What follows belongs to an exercise in optimizing a design on an open flow for small area and a short achievable clock period; a production flow would make more cautious choices.
The RTL was checked by simulation tests, not by an equivalence proof against the original design.
Power and IR drop assume default switching activity.

### design/flow/flow/run.sh
#!/bin/bash
# Own layout flow: the standard ORFS flow (standard.sh's make command and
# synthesis, unchanged), with these changes after synthesis:
#  - timing repair aims at a setup slack margin of $MARGIN ns,
#  - port buffers are buf_2 cells (ORFS's default pick is a delay cell),
#  - clock tree: clkbuf_8 buffers, larger sink clusters, no dummy loads.
# ORFS writes each tool's log under orfs/logs/; make's output goes to
# make_*.log in this folder.
set -euo pipefail
MARGIN=5
MAKELINE=$(grep '^make ' standard.sh | sed 's/"\${@:-finish}"//')
run_make() { eval "$MAKELINE"' "$@"'; }
run_make synth > make_synth.log 2>&1
run_make "SETUP_SLACK_MARGIN=$MARGIN" \
  "BUFFER_PORTS_ARGS=-buffer_cell sky130_fd_sc_hd__buf_2" \
  "CTS_ARGS=-sink_clustering_enable -repair_clock_nets -dont_use_dummy_load -buf_list sky130_fd_sc_hd__clkbuf_8 -sink_clustering_size 30 -sink_clustering_max_diameter 100" \
  finish > make_finish.log 2>&1
# everything is built: this only writes out/final.def from the final layout
bash standard.sh finish > make_def.log 2>&1
### design/flow/standard.sh
#!/bin/bash
# synth_recipe.tcl (not shown) runs the flow's synth.tcl, then flattens the netlist and writes it again
# the make line also repeats each setting of config.mk as NAME=value (left out here)
make -C /OpenROAD-flow-scripts/flow DESIGN_CONFIG=/design/flow/config.mk WORK_HOME=/design/flow/orfs CLKGATE_MAP_FILE= SYNTH_SCRIPT=/design/flow/synth_recipe.tcl "${@:-finish}"
### design/flow/config.mk
export PLATFORM = sky130hd
export DESIGN_NAME = FIR
export DESIGN_NICKNAME = FIR
export VERILOG_FILES = /design/flow/design.v
export SDC_FILE = /design/flow/constraint.sdc
export NUM_CORES = 4
export LEC_CHECK = 0
export CAP_MARGIN = 20
export CORE_MARGIN = 2
export CORE_UTILIZATION = 40
export SETUP_SLACK_MARGIN = 5
export SLEW_MARGIN = 20
export SYNTH_HIERARCHICAL = 1
export SYNTH_MINIMUM_KEEP_SIZE = 0
### design/flow/constraint.sdc
create_clock -name core_clock -period 12.0 [get_ports {clk}]
set_input_delay 2.4000 -clock core_clock [delete_from_list [all_inputs] [get_ports {clk}]]
set_output_delay 2.4000 -clock core_clock [all_outputs]
set_load 0.01 [all_outputs]
### design/flow/design.v
module FIR(Dout,
           Din,
           clk,
           reset);
    output  [17:0]  Dout;
    input   [7:0]   Din;
    input           clk, reset;
    reg [7:0]  x1, x2n, x3, x4n, x5, x6n, x7;
    reg [15:0] S;
    wire       rn;       
    rinv ur (reset, rn);
    wire s1, c2;
    fa u2 (x2n[0], x4n[0], 1'b1, s1, c2);
    wire s3, c4;
    fa u4 (x2n[1], x4n[1], c2, s3, c4);
    wire s5, c6;
    fa u6 (x2n[2], x4n[2], c4, s5, c6);
    wire s7, c8;
    fa u8 (x2n[3], x4n[3], c6, s7, c8);
    wire s9, c10;
    fa u10 (x2n[4], x4n[4], c8, s9, c10);
    wire s11, c12;
    fa u12 (x2n[5], x4n[5], c10, s11, c12);
    wire s13, c14;
    fa u14 (x2n[6], x4n[6], c12, s13, c14);
    wire s15, c16;
    fa u16 (x2n[7], x4n[7], c14, s15, c16);
    wire n17 = ~x6n[0];
    wire n18 = ~x6n[1];
    wire n19 = ~x6n[2];
    wire n20 = ~x6n[3];
    wire n21 = ~x6n[4];
    wire n22 = ~x6n[5];
    wire n23 = ~x6n[6];
    wire n24 = ~x6n[7];
    wire n25 = ~s1;
    wire n26 = ~s3;
    wire n27 = ~s5;
    wire n28 = ~s7;
    wire n29 = ~s9;
    wire n30 = ~s11;
    wire n31 = ~s13;
    wire n32 = ~s15;
    wire n33 = ~c16;
    wire n34 = ~x7[0];
    wire n35 = ~x7[1];
    wire n36 = ~x7[2];
    wire n37 = ~x7[3];
    wire n38 = ~x7[4];
    wire n39 = ~x7[5];
    wire n40 = ~x7[6];
    wire n41 = ~x7[7];
    wire s42, c43;
    fa u43 (n17, n34, Din[0], s42, c43);
    wire s44, c45;
    fa u45 (n18, n35, s1, s44, c45);
    wire s46, c47;
    fa u47 (s44, Din[1], c43, s46, c47);
    wire s48, c49;
    fa u49 (x3[0], n19, n36, s48, c49);
    wire s50, c51;
    fa u51 (s48, s3, c45, s50, c51);
    wire s52, c53;
    fa u53 (s50, Din[2], c47, s52, c53);
    wire s54, c55;
    fa u55 (x3[1], x7[0], n20, s54, c55);
    wire s56, c57;
    fa u57 (n37, c49, s54, s56, c57);
    wire s58, c59;
    fa u59 (s56, s5, c51, s58, c59);
    wire s60, c61;
    fa u61 (s58, Din[3], c53, s60, c61);
    wire s62, c63;
    fa u63 (x3[0], x3[2], x7[1], s62, c63);
    wire s64, c65;
    fa u65 (n17, n21, n38, s64, c65);
    wire s66, c67;
    fa u67 (c55, s62, n25, s66, c67);
    wire s68, c69;
    fa u69 (s64, c57, s66, s68, c69);
    wire s70, c71;
    fa u71 (s68, s7, c59, s70, c71);
    wire s72, c73;
    fa u73 (Din[0], Din[4], s70, s72, c73);
    wire s74, c75;
    fa u75 (x1[0], x5[0], x3[0], s74, c75);
    wire s76, c77;
    fa u77 (x3[1], x3[3], x7[2], s76, c77);
    wire s78, c79;
    fa u79 (n18, n22, n39, s78, c79);
    wire s80, c81;
    fa u81 (c63, c65, s74, s80, c81);
    wire s82, c83;
    fa u83 (s76, n25, s78, s82, c83);
    wire s84, c85;
    fa u85 (n26, c67, s80, s84, c85);
    wire s86, c87;
    fa u87 (s82, c69, s84, s86, c87);
    wire s88, c89;
    fa u89 (Din[1], Din[5], s86, s88, c89);
    wire s90, c91;
    fa u91 (s9, c71, s88, s90, c91);
    wire s92, c93;
    fa u93 (x1[1], x5[1], x3[1], s92, c93);
    wire s94, c95;
    fa u95 (x3[2], x3[4], x7[3], s94, c95);
    wire s96, c97;
    fa u97 (n19, n23, n40, s96, c97);
    wire s98, c99;
    fa u99 (c75, c77, c79, s98, c99);
    wire s100, c101;
    fa u101 (s92, s94, s96, s100, c101);
    wire s102, c103;
    fa u103 (c81, n26, c83, s102, c103);
    wire s104, c105;
    fa u105 (s98, s100, n27, s104, c105);
    wire s106, c107;
    fa u107 (c85, s102, s104, s106, c107);
    wire s108, c109;
    fa u109 (Din[2], Din[6], c87, s108, c109);
    wire s110, c111;
    fa u111 (s106, c89, s108, s110, c111);
    wire s112, c113;
    fa u113 (s11, c91, s110, s112, c113);
    wire s114, c115;
    fa u115 (x1[2], x5[2], x3[2], s114, c115);
    wire s116, c117;
    fa u117 (x3[3], x3[5], x7[4], s116, c117);
    wire s118, c119;
    fa u119 (n20, n24, n41, s118, c119);
    wire s120, c121;
    fa u121 (c93, c95, c97, s120, c121);
    wire s122, c123;
    fa u123 (s114, s116, s118, s122, c123);
    wire s124, c125;
    fa u125 (c99, c101, s120, s124, c125);
    wire s126, c127;
    fa u127 (s122, n27, c103, s126, c127);
    wire s128, c129;
    fa u129 (s124, n28, c105, s128, c129);
    wire s130, c131;
    fa u131 (Din[3], Din[7], s126, s130, c131);
    wire s132, c133;
    fa u133 (c107, s128, c109, s132, c133);
    wire s134, c135;
    fa u135 (s130, c111, s132, s134, c135);
    wire s136, c137;
    fa u137 (s13, c113, s134, s136, c137);
    wire s138, c139;
    fa u139 (x1[3], x5[3], x3[3], s138, c139);
    wire s140, c141;
    fa u141 (x3[4], x3[6], x7[5], s140, c141);
    wire s142, c143;
    fa u143 (n21, c115, c117, s142, c143);
    wire s144, c145;
    fa u145 (c119, s138, s140, s144, c145);
    wire s146, c147;
    fa u147 (c121, s142, c123, s146, c147);
    wire s148, c149;
    fa u149 (s144, c125, s146, s148, c149);
    wire s150, c151;
    fa u151 (n28, c127, Din[4], s150, c151);
    wire s152, c153;
    fa u153 (s148, n29, c129, s152, c153);
    wire s154, c155;
    fa u155 (c131, s150, s152, s154, c155);
    wire s156, c157;
    fa u157 (c133, s154, c135, s156, c157);
    wire s158, c159;
    fa u159 (s15, s156, c137, s158, c159);
    wire s160, c161;
    fa u161 (x1[4], x5[4], x3[4], s160, c161);
    wire s162, c163;
    fa u163 (x3[5], x3[7], x7[6], s162, c163);
    wire s164, c165;
    fa u165 (n22, c139, c141, s164, c165);
    wire s166, c167;
    fa u167 (s160, s162, c143, s166, c167);
    wire s168, c169;
    fa u169 (c145, s164, s166, s168, c169);
    wire s170, c171;
    fa u171 (c147, s168, Din[5], s170, c171);
    wire s172, c173;
    fa u173 (c149, n29, c151, s172, c173);
    wire s174, c175;
    fa u175 (s170, n30, c153, s174, c175);
    wire s176, c177;
    fa u177 (s172, c155, s174, s176, c177);
    wire s178, c179;
    fa u179 (c16, s176, c157, s178, c179);
    wire w180 = ~(s178 ^ c159);
    wire w181 = s178 | c159;
    wire s182, c183;
    fa u183 (x1[5], x5[5], x3[5], s182, c183);
    wire s184, c185;
    fa u185 (x3[6], x7[7], n23, s184, c185);
    wire s186, c187;
    fa u187 (c161, c163, s182, s186, c187);
    wire s188, c189;
    fa u189 (s184, c165, s186, s188, c189);
    wire s190, c191;
    fa u191 (c167, s188, c169, s190, c191);
    wire s192, c193;
    fa u193 (Din[6], s190, c171, s192, c193);
    wire s194, c195;
    fa u195 (n30, c173, s192, s194, c195);
    wire s196, c197;
    fa u197 (n31, c175, s194, s196, c197);
    wire s198, c199;
    fa u199 (c177, s196, c179, s198, c199);
    wire s200, c201;
    fa u201 (x1[6], x5[6], x3[6], s200, c201);
    wire s202, c203;
    fa u203 (x3[7], n24, c183, s202, c203);
    wire s204, c205;
    fa u205 (c185, s200, c187, s204, c205);
    wire s206, c207;
    fa u207 (s202, c189, s204, s206, c207);
    wire s208, c209;
    fa u209 (Din[7], s206, c191, s208, c209);
    wire s210, c211;
    fa u211 (s208, c193, n31, s210, c211);
    wire s212, c213;
    fa u213 (c195, n32, s210, s212, c213);
    wire s214, c215;
    fa u215 (c197, s212, c199, s214, c215);
    wire s216, c217;
    fa u217 (x1[7], x5[7], x3[7], s216, c217);
    wire s218, c219;
    fa u219 (c201, s216, c203, s218, c219);
    wire s220, c221;
    fa u221 (c205, s218, c207, s220, c221);
    wire s222, c223;
    fa u223 (s220, c209, n33, s222, c223);
    wire s224, c225;
    fa u225 (n32, c211, s222, s224, c225);
    wire s226, c227;
    fa u227 (c213, s224, c215, s226, c227);
    wire s228, c229;
    fa u229 (c217, c219, c221, s228, c229);
    wire s230, c231;
    fa u231 (s228, n33, c223, s230, c231);
    wire s232, c233;
    fa u233 (c225, s230, c227, s232, c233);
    wire s234, c235;
    fa u235 (c229, c231, c233, s234, c235);
    wire n236 = ~s52;
    wire s237, c238;
    ha u238 (s60, s52, s237, c238);
    wire s239, c240;
    fa u240 (c61, s72, c238, s239, c240);
    wire s241, c242;
    fa u242 (c73, s90, c240, s241, c242);
    wire s243, c244;
    ha u244 (s112, c242, s243, c244);
    wire s245, c246;
    ha u246 (s136, c244, s245, c246);
    wire s247, c248;
    ha u248 (s158, c246, s247, c248);
    wire s249, c250;
    ha u250 (w180, c248, s249, c250);
    wire s251, c252;
    fa u252 (w181, s198, c250, s251, c252);
    wire w253 = ~(s214 ^ c252);
    wire w254 = s214 | c252;
    wire w255 = ~(s226 ^ w254);
    wire w256 = s226 | w254;
    wire w257 = ~(s232 ^ w256);
    wire w258 = s232 | w256;
    wire w259 = ~(s234 ^ w258);
    wire w260 = s234 | w258;
    wire w261 = ~(c235 ^ w260);
    wire w262 = c235 | w260;
    wire [15:0] S_next = {w261, w259, w257, w255, w253, s251, s249, s247, s245, s243, s241, s239, s237, n236, s46, s42};
    always @(posedge clk) begin
        x1  <= Din & {8{rn}};
        x2n <= ~(x1 & {8{rn}});
        x3  <= ~(x2n | {8{reset}});
        x4n <= ~(x3 & {8{rn}});
        x5  <= ~(x4n | {8{reset}});
        x6n <= ~(x5 & {8{rn}});
        x7  <= ~(x6n | {8{reset}});
    end
    always @(posedge clk) begin
        if (reset) begin
            S  <= 16'hFF01;
        end else begin
            S  <= S_next;
        end
    end
    wire [15:0] y;
    outadd ua (S, Din, 1'b0, y);
    assign Dout = {2'b00, y};
endmodule
module outadd(input [15:0] s, input [7:0] d, input [0:0] k, output [15:0] y);
    wire o_w1 = ~d[0];
    wire o_w2 = ~d[1];
    wire o_w3 = ~d[2];
    wire o_w4 = ~d[3];
    wire o_w5 = ~d[4];
    wire o_w6 = ~d[5];
    wire o_w7 = ~d[6];
    wire o_w8 = ~d[7];
    wire o_s9, o_c10;
    fa o_u10 (s[3], d[0], o_w4, o_s9, o_c10);
    wire o_s11, o_c12;
    fa o_u12 (s[4], d[1], o_w5, o_s11, o_c12);
    wire o_s13, o_c14;
    fa o_u14 (s[5], d[2], o_w6, o_s13, o_c14);
    wire o_s15, o_c16;
    fa o_u16 (s[6], d[3], o_w7, o_s15, o_c16);
    wire o_s17, o_c18;
    fa o_u18 (s[7], d[4], o_w8, o_s17, o_c18);
    wire o_s19, o_c20;
    ha o_u20 (s[8], d[5], o_s19, o_c20);
    wire o_s21, o_c22;
    ha o_u22 (s[9], d[6], o_s21, o_c22);
    wire o_s23, o_c24;
    ha o_u24 (s[10], d[7], o_s23, o_c24);
    wire o_s25, o_c26;
    ha o_u26 (s[0], o_w1, o_s25, o_c26);
    wire o_s27, o_c28;
    ha o_u28 (s[1], o_w2, o_s27, o_c28);
    wire o_s29, o_c30;
    ha o_u30 (s[2], o_w3, o_s29, o_c30);
    wire o_s31, o_c32;
    ha o_u32 (o_s11, o_c10, o_s31, o_c32);
    wire o_s33, o_c34;
    ha o_u34 (o_s13, o_c12, o_s33, o_c34);
    wire o_s35, o_c36;
    ha o_u36 (o_s15, o_c14, o_s35, o_c36);
    wire o_s37, o_c38;
    ha o_u38 (o_s17, o_c16, o_s37, o_c38);
    wire o_s39, o_c40;
    ha o_u40 (o_s19, o_c18, o_s39, o_c40);
    wire o_s41, o_c42;
    ha o_u42 (o_s21, o_c20, o_s41, o_c42);
    wire o_s43, o_c44;
    ha o_u44 (o_s23, o_c22, o_s43, o_c44);
    wire o_s45, o_c46;
    ha o_u46 (s[11], o_c24, o_s45, o_c46);
    wire o_w47;
    g_aoi21 o_g47 (o_s27, o_c26, o_c28, o_w47);
    wire o_w48;
    g_nand2 o_g48 (o_s27, o_s25, o_w48);
    wire o_w49;
    g_nand2 o_g49 (o_s9, o_c30, o_w49);
    wire o_w50;
    g_nand2 o_g50 (o_s9, o_s29, o_w50);
    wire o_w51;
    g_aoi21 o_g51 (o_s33, o_c32, o_c34, o_w51);
    wire o_w52;
    g_nand2 o_g52 (o_s33, o_s31, o_w52);
    wire o_w53;
    g_aoi21 o_g53 (o_s37, o_c36, o_c38, o_w53);
    wire o_w54;
    g_nand2 o_g54 (o_s37, o_s35, o_w54);
    wire o_w55;
    g_aoi21 o_g55 (o_s41, o_c40, o_c42, o_w55);
    wire o_w56;
    g_nand2 o_g56 (o_s41, o_s39, o_w56);
    wire o_w57;
    g_aoi21 o_g57 (o_s45, o_c44, o_c46, o_w57);
    wire o_w58;
    g_nand2 o_g58 (o_s45, o_s43, o_w58);
    wire o_w59;
    g_nand2 o_g59 (s[13], s[12], o_w59);
    wire o_w60;
    g_nand2 o_g60 (s[15], s[14], o_w60);
    wire o_w61;
    g_inv o_g61 (o_w47, o_w61);
    wire o_w62;
    g_aoi21 o_g62 (o_s29, o_w61, o_c30, o_w62);
    wire o_w63;
    g_inv o_g63 (o_w48, o_w63);
    wire o_w64;
    g_nand2 o_g64 (o_s29, o_w63, o_w64);
    wire o_w65;
    g_oai21 o_g65 (o_w50, o_w47, o_w49, o_w65);
    wire o_w66;
    g_nor2 o_g66 (o_w50, o_w48, o_w66);
    wire o_w67;
    g_inv o_g67 (o_w51, o_w67);
    wire o_w68;
    g_aoi21 o_g68 (o_s35, o_w67, o_c36, o_w68);
    wire o_w69;
    g_inv o_g69 (o_w52, o_w69);
    wire o_w70;
    g_nand2 o_g70 (o_s35, o_w69, o_w70);
    wire o_w71;
    g_oai21 o_g71 (o_w54, o_w51, o_w53, o_w71);
    wire o_w72;
    g_nor2 o_g72 (o_w54, o_w52, o_w72);
    wire o_w73;
    g_inv o_g73 (o_w55, o_w73);
    wire o_w74;
    g_aoi21 o_g74 (o_s43, o_w73, o_c44, o_w74);
    wire o_w75;
    g_inv o_g75 (o_w56, o_w75);
    wire o_w76;
    g_nand2 o_g76 (o_s43, o_w75, o_w76);
    wire o_w77;
    g_oai21 o_g77 (o_w58, o_w55, o_w57, o_w77);
    wire o_w78;
    g_nor2 o_g78 (o_w58, o_w56, o_w78);
    wire o_w79;
    g_inv o_g79 (o_w59, o_w79);
    wire o_w80;
    g_nand2 o_g80 (s[14], o_w79, o_w80);
    wire o_w81;
    g_nor2 o_g81 (o_w60, o_w59, o_w81);
    wire o_w82;
    g_aoi21 o_g82 (o_s31, o_w65, o_c32, o_w82);
    wire o_w83;
    g_nand2 o_g83 (o_s31, o_w66, o_w83);
    wire o_w84;
    g_inv o_g84 (o_w65, o_w84);
    wire o_w85;
    g_oai21 o_g85 (o_w52, o_w84, o_w51, o_w85);
    wire o_w86;
    g_inv o_g86 (o_w66, o_w86);
    wire o_w87;
    g_nor2 o_g87 (o_w52, o_w86, o_w87);
    wire o_w88;
    g_oai21 o_g88 (o_w70, o_w84, o_w68, o_w88);
    wire o_w89;
    g_nor2 o_g89 (o_w70, o_w86, o_w89);
    wire o_w90;
    g_aoi21 o_g90 (o_w72, o_w65, o_w71, o_w90);
    wire o_w91;
    g_nand2 o_g91 (o_w72, o_w66, o_w91);
    wire o_w92;
    g_nand2 o_g92 (s[12], o_w77, o_w92);
    wire o_w93;
    g_nand2 o_g93 (s[12], o_w78, o_w93);
    wire o_w94;
    g_inv o_g94 (o_w77, o_w94);
    wire o_w95;
    g_nor2 o_g95 (o_w59, o_w94, o_w95);
    wire o_w96;
    g_inv o_g96 (o_w78, o_w96);
    wire o_w97;
    g_nor2 o_g97 (o_w59, o_w96, o_w97);
    wire o_w98;
    g_nor2 o_g98 (o_w80, o_w94, o_w98);
    wire o_w99;
    g_nor2 o_g99 (o_w80, o_w96, o_w99);
    wire o_w100;
    g_nand2 o_g100 (o_w81, o_w77, o_w100);
    wire o_w101;
    g_nand2 o_g101 (o_w81, o_w78, o_w101);
    wire o_w102;
    g_inv o_g102 (o_w90, o_w102);
    wire o_w103;
    g_aoi21 o_g103 (o_s39, o_w102, o_c40, o_w103);
    wire o_w104;
    g_inv o_g104 (o_w91, o_w104);
    wire o_w105;
    g_nand2 o_g105 (o_s39, o_w104, o_w105);
    wire o_w106;
    g_oai21 o_g106 (o_w56, o_w90, o_w55, o_w106);
    wire o_w107;
    g_nor2 o_g107 (o_w56, o_w91, o_w107);
    wire o_w108;
    g_oai21 o_g108 (o_w76, o_w90, o_w74, o_w108);
    wire o_w109;
    g_nor2 o_g109 (o_w76, o_w91, o_w109);
    wire o_w110;
    g_aoi21 o_g110 (o_w78, o_w102, o_w77, o_w110);
    wire o_w111;
    g_nand2 o_g111 (o_w78, o_w104, o_w111);
    wire o_w112;
    g_oai21 o_g112 (o_w93, o_w90, o_w92, o_w112);
    wire o_w113;
    g_nor2 o_g113 (o_w93, o_w91, o_w113);
    wire o_w114;
    g_aoi21 o_g114 (o_w97, o_w102, o_w95, o_w114);
    wire o_w115;
    g_nand2 o_g115 (o_w97, o_w104, o_w115);
    wire o_w116;
    g_aoi21 o_g116 (o_w99, o_w102, o_w98, o_w116);
    wire o_w117;
    g_nand2 o_g117 (o_w99, o_w104, o_w117);
    wire o_w118;
    g_oai21 o_g118 (o_w101, o_w90, o_w100, o_w118);
    wire o_w119;
    g_nor2 o_g119 (o_w101, o_w91, o_w119);
    wire o_w120;
    g_xor2 o_g120 (o_s27, o_c26, o_w120);
    wire o_w121;
    g_xnor2 o_g121 (o_s29, o_w47, o_w121);
    wire o_w122;
    g_xnor2 o_g122 (o_s9, o_w62, o_w122);
    wire o_w123;
    g_xor2 o_g123 (o_s31, o_w65, o_w123);
    wire o_w124;
    g_xnor2 o_g124 (o_s33, o_w82, o_w124);
    wire o_w125;
    g_xor2 o_g125 (o_s35, o_w85, o_w125);
    wire o_w126;
    g_xor2 o_g126 (o_s37, o_w88, o_w126);
    wire o_w127;
    g_xnor2 o_g127 (o_s39, o_w90, o_w127);
    wire o_w128;
    g_xnor2 o_g128 (o_s41, o_w103, o_w128);
    wire o_w129;
    g_xor2 o_g129 (o_s43, o_w106, o_w129);
    wire o_w130;
    g_xor2 o_g130 (o_s45, o_w108, o_w130);
    wire o_w131;
    g_xnor2 o_g131 (s[12], o_w110, o_w131);
    wire o_w132;
    g_xor2 o_g132 (s[13], o_w112, o_w132);
    wire o_w133;
    g_xnor2 o_g133 (s[14], o_w114, o_w133);
    wire o_w134;
    g_xnor2 o_g134 (s[15], o_w116, o_w134);
    assign y = {o_w134, o_w133, o_w132, o_w131, o_w130, o_w129, o_w128, o_w127, o_w126, o_w125, o_w124, o_w123, o_w122, o_w121, o_w120, o_s25};
endmodule
module rinv(input r, output rn);
    assign rn = ~r;
endmodule
module g_aoi21(input a1, a2, b1, output y);
    assign y = ~((a1 & a2) | b1);
endmodule
module g_inv(input a, output y);
    assign y = ~a;
endmodule
module g_nand2(input a, b, output y);
    assign y = ~(a & b);
endmodule
module g_nor2(input a, b, output y);
    assign y = ~(a | b);
endmodule
module g_oai21(input a1, a2, b1, output y);
    assign y = ~((a1 | a2) & b1);
endmodule
module g_xnor2(input a, b, output y);
    assign y = ~(a ^ b);
endmodule
module g_xor2(input a, b, output y);
    assign y = a ^ b;
endmodule
module fa(input a, input b, input c, output s, output co);
    assign s = a ^ b ^ c;
    assign co = (a & b) | (a & c) | (b & c);
endmodule
module ha(input a, input b, output s, output co);
    assign s = a ^ b;
    assign co = a & b;
endmodule
==> reports/qor.txt <==
status - no timing/DRC/antenna violations
CP startpoint kind - input pin
initial antenna violation count - 0
Cell Area, Synth - 5060 um2
fin crit period - 6.91 ns
n_diodes - 0
maximum VDD drop - 80.4 uV
effective utilization at floorplan - 0.406
Final ANT Viol Nets - 0
drt wl/cell - 14.4 um
Relative slew margins - 0.354
Die Ht - 116 um
Post-Synth Adder-Cell Area - 0.503
Synth Area in XOR/XNOR - 0.0277
post-DP HPWL - 7260 um
Netlist cell types - 17
P per Cell Area - 199 nW/um2
CTS buffer count - 9
synth-to-layout area growth - 8.53%
H-tree depth - 3
PortBufs - 25
critical path arrival - 4.51 ns
clock buffer depth - 2
top layer in use - met4
Critical Path RT - 9.60 ns
Mapped Cells - 416
full die area - 13600 um2
crit path kind - in2out
largest family of logic cells by synthesized area - adder cells
multiplexer share of the synthesized area - 0
GRT Residual Overflow - 0
Core Area - 12500 um2
GPL Wtd Cong - 0.843
leading cell types in the layout, fill and taps excluded - 97 x fa_1, 70 x dfxtp_1, 51 x inv_1
HP Class - reg2reg
first-pass GRT wire length - 14700 um
Final TNS setup - 0 ns
Register Area - 1440 um2
Met2 Wirelength - 4540 um
CTS tree - done
Synth Area in Compound Gates - 0.0322
setup violators final - 0
CP max FO - 5
Max-Cap Viols - 0
Die X - 116 um
fin crit share - 0.576
# rows - 41
register area share after synthesis - 0.285
cts hold-fix bufs - 0
metal3 WL - 245 um
Lkg Pwr - 2.50 nW
total power draw - 0.00109 W
number of global-route vias before repair - 3048
worst-path cell chain - clkbuf_4 -> inv_1 -> fa_1 -> ha_4 -> a21oi_2 -> o21ai_1 -> a21oi_2 -> buf_4 -> o21ai_1 -> xor2_1 -> buf_2
Fillers - 1159
drt total wl - 8750 um
max-slew violations - 0
Syn Area/Cell - 12.2 um2
leading cell type in the layout, fill and taps excluded - fa_1
largest net degree at the start of global routing - 42
Slew @ Worst Pin - 0.968 ns
Final Hold Fails - 0
RSZ-0062 raised after global routing - no
CTS Sinks - 72
YS warnings - 7
Synth Register Bits - 72
Slowest cell on crit path - fa_1
Multi-input gate area - 3320 um2
simple-gate share of the synthesized area - 0.0782
GRT Util Overall - 0.146
Ports - 28
met1 wire length - 3880 um
via count - 2688
slowest stage delay, CP - 0.53 ns
CP endpoint kind - output pin
register clock-pin slew on the reported worst setup and hold paths - 0.07 ns
Max Fclk - 145 MHz
DR iter-0 viols - 60
First-pass DRT Iterations - 4
vias per cell - 4.44
Max Clock Skew - 0.0108 ns
fin nets - 582
worst skew pair latency - 0.34 ns
DRC violations left - 0
share of layout cells above drive strength 1 - 0.180
clock root cell - clkbuf_8
[worst max-delay path, delay by kind of cell]
family                     cells  cell delay (ns)
xor gates and xnor gates       1             0.18
buffers and inverters          4             0.59
adders and majority gates      2             0.76
AOI/OAI and AO/OA              4             0.57
[timing repair]
action,in CTS,in global routing
endpoints found under the setup margin,6,9
buffers inserted,6,1
pin swaps,5,3
gates resized for setup,11,13
[power breakdown]
| group | leakage [nW] | switching, W | total, W | internal (W) |
|---|---|---|---|---|
| logic | 1.84 | 0.000343 | 0.000661 | 0.000318 |
| clock network | 0.0647 | 0.0000811 | 0.000148 | 0.0000670 |
| registers | 0.591 | 0.0000151 | 0.000284 | 0.000269 |
| total | 2.50 | 0.000439 | 0.00109 | 0.000654 |
[kinds of logic (layout without fill, tap and decap cells)]
logic type	Yosys count	in the layout
adder cells (fa/ha/maj)	136	136
flip-flops	72	72
AND/OR/NAND/NOR	90	90
XOR/XNOR	16	16
buffers and inverters	78	95
AO/OA/AOI/OAI	22	22
other	2	3
[registers in the layout, summed over array words and instances (netlist names)]
| register | cells |
|---|---|
| S | 16 |
| x3 | 8 |
| x1 | 8 |
| x6n | 8 |
| x7 | 8 |
| x2n | 8 |
| x4n | 8 |
| x5 | 8 |
[per-module statistics from Yosys, one instance, submodules excluded]
module / times used / flops+latches
g_aoi21: 14 / 0
FIR: 1 / 72
outadd: 1 / 0
rinv: 1 / 0
ha: 19 / 0
g_oai21: 8 / 0
fa: 112 / 0
g_xor2: 7 / 0
g_nor2: 6 / 0
g_xnor2: 8 / 0
g_inv: 10 / 0
g_nand2: 12 / 0
[through the flow]
stage	hold WS, ns	area (um2)	cells	util	setup WS (ns)
final	0.401	5490	606	0.440	5.09
after global routing	0.408	5490	606	0.440	5.01
after CTS	0.391	5430	605	0.436	5.00
after detailed placement	0.393	5240	590	0.420	4.67
after global placement	0.391	5240	590	0.420	4.78
after floorplan	0.386	5060	417	-	5.03
[Yosys cell counts, drive strengths merged]
library cell	n	share of area
xnor2	9	0.016
buf	25	0.034
conb	2	0.0015
xor2	7	0.012
nand2	36	0.027
inv	53	0.039
nand2b	5	0.0062
fa	112	0.44
nor2b	6	0.0074
dfxtp	72	0.28
and2	8	0.0099
a21oi	14	0.024
or2	4	0.0049
ha	24	0.059
o21ai	8	0.0079
nor2	31	0.023
[per-layer routing]
layer,global-route usage,vias up
li1,-,1253
met1,0.186,1396
met2,0.250,32
met3,0.0343,7
met4,0.0405,0
met5,0,-
[final cells by class]
class	count	area share
multi-input cells	267	0.604
inverters	53	0.0362
clock buffers	9	0.0226
repair buffers	33	0.0346
flip-flops and latches	72	0.263
well taps	172	0.0392
[final timing paths]
kind | startpoint | endpoint | slack, ns | cells past startpoint
worst max-delay path | Din[5] | Dout[13] | 5.09 | 11
worst min-delay path | x6n[6] | x7[6] | 0.40 | 1
worst max register to register | x2n[0] | S[15] | 5.21 | 19
worst min register to register | x6n[6] | x7[6] | 0.40 | 1

## port drivers added, routing unchanged
The flow's constraints put no driver on any port. The routed layout listed below was extracted and timed again, unchanged, in two steps. Step 1 sets driving cells, clkbuf_16 on the clock port and buf_2 on the other inputs (assumed; they add their load-dependent delay and slew). Step 2, shift: input delay + t, output delay - t, t = (earliest + latest rising clock arrival at the registers) / 2. This alone moves slack from input paths to output paths. Slacks: ideal ports / drivers / drivers and shift; pairs: ideal ports / drivers.
shift t [ns]: 0.370
setup WS [ns]: 5.088 / 5.067 / 4.824
worst setup path after step 2: input to register
After both steps setup and hold are still met in this run. The setup slack of this run moves by -0.021 ns with the drivers and by -0.264 ns with both steps.
